From an optimization exercise on the open Yosys and OpenROAD flow, aimed at small area; shortcuts taken in it are not production practice.
In this exercise RTL edits were held to simulation tests only and were not proved equivalent to the original.
Power and IR drop assume default switching activity.

==> flow/design.v (excerpt) <==
module game(clk,rst,btnU,btnR,btnL,sw,an,seg);
    input clk;
    input rst;  
    input btnR;
    input btnL;
    input btnU;
    input [9:0] sw;
    output [3:0] an;
    output [6:0] seg;
    wire [9:0] num_db;
    wire debouncedRst;
    wire debouncedCfm;
    wire debouncedPcd;
    genvar i;
    generate
        for (i = 0; i < 10; i = i + 1) begin : db_sw
            debounce u(.rst(rst), .in(sw[i]), .master_clk(clk), .out(num_db[i]));
        end
    endgenerate
    debounce debounceRst(.rst(rst),.in(btnR),.master_clk(clk),.out(debouncedRst));
    debounce debounceCfm(.rst(rst),.in(btnL),.master_clk(clk),.out(debouncedCfm));
    debounce debouncePcd(.rst(rst),.in(btnU),.master_clk(clk),.out(debouncedPcd));
    wire fast_tick;
    clocks clk_div(.master_clk(clk),.rst(rst),.RESET(debouncedRst),.fast_tick(fast_tick));
    wire [3:0] sym1, sym2, sym3, sym4;
    control controlUnit(.clk(clk),.rst(rst),.RESET(debouncedRst),.PROCEED(debouncedPcd),
        .CONFIRM(debouncedCfm),.num_db(num_db),.sym1(sym1),.sym2(sym2),.sym3(sym3),.sym4(sym4));
    cathode_and_anode display(.clk(clk),.rst(rst),.fast_tick(fast_tick),.sym1(sym1),.sym2(sym2),
        .sym3(sym3),.sym4(sym4),.cathode(seg),.anode(an));
endmodule
export LEC_CHECK = 0
export CAP_MARGIN = 20
export CORE_MARGIN = 2
export CORE_UTILIZATION = 65
export CTS_BUF_LIST = sky130_fd_sc_hd__clkbuf_8
export CTS_CLUSTER_DIAMETER = 60
export CTS_CLUSTER_SIZE = 20
export PLACE_DENSITY = 0.8
export SLEW_MARGIN = 20
create_clock -name core_clock -period 10.0 [get_ports {clk}]
standard.sh (not shown) runs the stock make flow with config.mk's settings and CLKGATE_MAP_FILE= SYNTH_SCRIPT=/design/flow/synth_recipe.tcl, a recipe that flattens the netlist after the stock synthesis.
==> flow/flow/run.sh <==
#!/bin/bash
# Layout flow: the standard flow (standard.sh), with three changes:
#  - after the standard synthesis, the combinational logic between the
#    registers is mapped again by ABC for area (flow/reopt.abc); the
#    registers, their cells, instance names and output nets are kept;
#  - the port buffers are buf_1 cells;
#  - the clock tree is built from clkbuf_8 without dummy loads.
# Each tool writes its full output to its own log file here.
set -euo pipefail
R=orfs/results/sky130hd/game/base
LIB=$FLOW_HOME/platforms/sky130hd/lib/sky130_fd_sc_hd__tt_025C_1v80.lib
YOSYS=$(command -v yosys || echo "$FLOW_HOME/../tools/install/yosys/bin/yosys")

bash standard.sh synth > synth.log 2>&1

cp $R/1_2_yosys.v $R/1_2_yosys_standard.v
DONT_USE=""
for c in $(sed -n '/^export DONT_USE_CELLS/,/^$/p' $FLOW_HOME/platforms/sky130hd/config.mk | grep -o 'sky130_fd_sc_hd__[a-z0-9_]*'); do
  DONT_USE="$DONT_USE -dont_use $c"
done
cat > reopt.ys <<EOS
read_liberty -wb -ignore_miss_func $LIB
read_verilog $R/1_2_yosys_standard.v
hierarchy -top $FLOW_TOP
setattr -mod -unset whitebox -set blackbox 1 =sky130_fd_sc_hd__dfxtp_1 =sky130_fd_sc_hd__edfxtp_1 =sky130_fd_sc_hd__conb_1
rename -hide c:* t:sky130_fd_sc_hd__dfxtp_1 t:sky130_fd_sc_hd__edfxtp_1 %u %d
rename -hide w:_*_
flatten -wb
opt_clean -purge
tee -o reopt_stat_before.txt stat -liberty $LIB
abc -liberty $LIB -script flow/reopt.abc $DONT_USE
opt_clean -purge
hilomap -singleton -hicell sky130_fd_sc_hd__conb_1 HI -locell sky130_fd_sc_hd__conb_1 LO
splitnets
opt_clean -purge
write_verilog -noattr -nohex -nodec reopt.v
EOS
"$YOSYS" -l reopt.log -q reopt.ys > /dev/null 2>&1
# check the new netlist against the library as the standard synthesis does
cat > reopt_check.ys <<EOS
read_liberty -lib $LIB
read_verilog reopt.v
hierarchy -check -top $FLOW_TOP
check -assert -mapped
tee -o reopt_stat_after.txt stat -liberty $LIB
EOS
"$YOSYS" -l reopt_check.log -q reopt_check.ys > /dev/null 2>&1
cp reopt.v $R/1_2_yosys.v
touch $R/1_2_yosys.v

bash standard.sh \
  BUFFER_PORTS_ARGS="-buffer_cell sky130_fd_sc_hd__buf_1" \
  CTS_ARGS="-sink_clustering_enable -repair_clock_nets -sink_clustering_size 12 -sink_clustering_max_diameter 50 -buf_list sky130_fd_sc_hd__clkbuf_4 -dont_use_dummy_load" \
  finish > standard.log 2>&1
==> flow/flow/reopt.abc <==
strash
ifraig
balance
rewrite
refactor
balance
rewrite
rewrite -z
balance
refactor -z
rewrite -z
balance
balance
rewrite
refactor
balance
rewrite
rewrite -z
balance
refactor -z
rewrite -z
balance
dch -f
map -a
topo
strash
balance
rewrite
refactor
balance
rewrite
rewrite -z
balance
refactor -z
rewrite -z
balance
dch -f
map -a
The starting point completed with no timing, DRC or antenna violations.
Then changed:
==> flow/run.sh (new file) <==
#!/bin/bash
# synth_recipe.tcl (not shown) runs the flow's synth.tcl, then flattens the netlist and writes it again
# the make line also repeats each setting of config.mk as NAME=value (left out here)
make -C /OpenROAD-flow-scripts/flow DESIGN_CONFIG=/design/flow/config.mk WORK_HOME=/design/flow/orfs CLKGATE_MAP_FILE= SYNTH_SCRIPT=/design/flow/synth_recipe.tcl finish
--- a/flow/config.mk
+++ b/flow/config.mk
@@ -8,8 +8,8 @@
 export CAP_MARGIN = 20
 export CORE_MARGIN = 2
-export CORE_UTILIZATION = 65
+export CORE_UTILIZATION = 40
 export CTS_BUF_LIST = sky130_fd_sc_hd__clkbuf_8
 export CTS_CLUSTER_DIAMETER = 60
 export CTS_CLUSTER_SIZE = 20
-export PLACE_DENSITY = 0.8
+export PLACE_DENSITY = 0.6
 export SLEW_MARGIN = 20
removed: flow/flow/run.sh
removed: flow/flow/reopt.abc
removed: flow/standard.sh
Result: Global-route usage falls by 6.9 points; clock-buffer cell count fell by 6; clock skew fell by 38 ps; synthesized area climbs by 3.9%; synthesized cell count fell by 6.8%; via count goes down by about 5%; cell area grows by about 9%; non-clock buffer count is higher by 1; wire length goes up by about 8%; die area climbs by 66%; power went up by 5.8%.
Then changed:
==> flow/flow/run.sh (new file) <==
#!/bin/bash
# Layout flow: the standard flow (standard.sh), with three changes:
#  - after the standard synthesis, the combinational logic between the
#    registers is mapped again by ABC for area (flow/reopt.abc); the
#    registers, their cells, instance names and output nets are kept;
#  - the port buffers are buf_1 cells;
#  - the clock tree is built from clkbuf_8 without dummy loads.
# Each tool writes its full output to its own log file here.
set -euo pipefail
R=orfs/results/sky130hd/game/base
LIB=$FLOW_HOME/platforms/sky130hd/lib/sky130_fd_sc_hd__tt_025C_1v80.lib
YOSYS=$(command -v yosys || echo "$FLOW_HOME/../tools/install/yosys/bin/yosys")

bash standard.sh synth > synth.log 2>&1

cp $R/1_2_yosys.v $R/1_2_yosys_standard.v
DONT_USE=""
for c in $(sed -n '/^export DONT_USE_CELLS/,/^$/p' $FLOW_HOME/platforms/sky130hd/config.mk | grep -o 'sky130_fd_sc_hd__[a-z0-9_]*'); do
  DONT_USE="$DONT_USE -dont_use $c"
done
cat > reopt.ys <<EOS
read_liberty -wb -ignore_miss_func $LIB
read_verilog $R/1_2_yosys_standard.v
hierarchy -top $FLOW_TOP
setattr -mod -unset whitebox -set blackbox 1 =sky130_fd_sc_hd__dfxtp_1 =sky130_fd_sc_hd__edfxtp_1 =sky130_fd_sc_hd__conb_1
rename -hide c:* t:sky130_fd_sc_hd__dfxtp_1 t:sky130_fd_sc_hd__edfxtp_1 %u %d
rename -hide w:_*_
flatten -wb
opt_clean -purge
tee -o reopt_stat_before.txt stat -liberty $LIB
abc -liberty $LIB -script flow/reopt.abc $DONT_USE
opt_clean -purge
hilomap -singleton -hicell sky130_fd_sc_hd__conb_1 HI -locell sky130_fd_sc_hd__conb_1 LO
splitnets
opt_clean -purge
write_verilog -noattr -nohex -nodec reopt.v
EOS
"$YOSYS" -l reopt.log -q reopt.ys > /dev/null 2>&1
# check the new netlist against the library as the standard synthesis does
cat > reopt_check.ys <<EOS
read_liberty -lib $LIB
read_verilog reopt.v
hierarchy -check -top $FLOW_TOP
check -assert -mapped
tee -o reopt_stat_after.txt stat -liberty $LIB
EOS
"$YOSYS" -l reopt_check.log -q reopt_check.ys > /dev/null 2>&1
cp reopt.v $R/1_2_yosys.v
touch $R/1_2_yosys.v

bash standard.sh \
  BUFFER_PORTS_ARGS="-buffer_cell sky130_fd_sc_hd__buf_1" \
  CTS_ARGS="-sink_clustering_enable -repair_clock_nets -sink_clustering_size 20 -sink_clustering_max_diameter 60 -buf_list sky130_fd_sc_hd__clkbuf_8 -dont_use_dummy_load" \
  finish > standard.log 2>&1
==> flow/flow/reopt.abc (new file) <==
strash
ifraig
balance
rewrite
refactor
balance
rewrite
rewrite -z
balance
refactor -z
rewrite -z
balance
balance
rewrite
refactor
balance
rewrite
rewrite -z
balance
refactor -z
rewrite -z
balance
dch -f
map -a
topo
strash
balance
rewrite
refactor
balance
rewrite
rewrite -z
balance
refactor -z
rewrite -z
balance
dch -f
map -a
==> flow/standard.sh (new file) <==
#!/bin/bash
# synth_recipe.tcl (not shown) runs the flow's synth.tcl, then flattens the netlist and writes it again
# the make line also repeats each setting of config.mk as NAME=value (left out here)
make -C /OpenROAD-flow-scripts/flow DESIGN_CONFIG=/design/flow/config.mk WORK_HOME=/design/flow/orfs CLKGATE_MAP_FILE= SYNTH_SCRIPT=/design/flow/synth_recipe.tcl "${@:-finish}"
--- a/flow/config.mk
+++ b/flow/config.mk
@@ -8,8 +8,8 @@
 export CAP_MARGIN = 20
 export CORE_MARGIN = 2
-export CORE_UTILIZATION = 40
+export CORE_UTILIZATION = 65
 export CTS_BUF_LIST = sky130_fd_sc_hd__clkbuf_8
 export CTS_CLUSTER_DIAMETER = 60
 export CTS_CLUSTER_SIZE = 20
-export PLACE_DENSITY = 0.6
+export PLACE_DENSITY = 0.8
 export SLEW_MARGIN = 20
removed: flow/run.sh
The changed run completed with no timing, DRC or antenna violations.
Non-clock buffer count goes down by 1.
Critical path depth went up by 1.
Clock-buffer cell count goes down by 4.
Hold slack degrades by 8.3 ps.

==> separate check: timing with driven ports <==
The results above use ideal ports. As a check the final layouts listed here were re-extracted and re-timed, cells and wires unchanged. Step 1 sets driving cells, clkbuf_16 on the clock port and buf_2 on the other inputs (assumed; they add their load-dependent delay and slew). Step 2 times the ports against the registers' clock, not the clock port: input delays grow and output delays shrink by t, the midpoint of the rising clock arrivals with the driver on. a / b / c = ideal ports / drivers / drivers and shift; a / b = the first two.
run | t (ns) | setup WS [ns] | worst hold slack (ns) | worst register clock-pin slew, ns
the first run | 0.674 | 6.150 / 6.111 / 5.906 | 0.330 / 0.330 / 0.330 | 0.12 / 0.12
the second run | 0.577 | 5.890 / 5.851 / 5.747 | 0.330 / 0.330 / 0.330 | 0.12 / 0.12
the third run | 0.538 | 6.258 / 6.220 / 5.948 | 0.321 / 0.321 / 0.321 | 0.11 / 0.11
After both steps setup and hold are still met in every run listed. For the third run, which loses most, drivers alone change the setup slack by -0.038 ns; drivers and shift together by -0.310 ns.
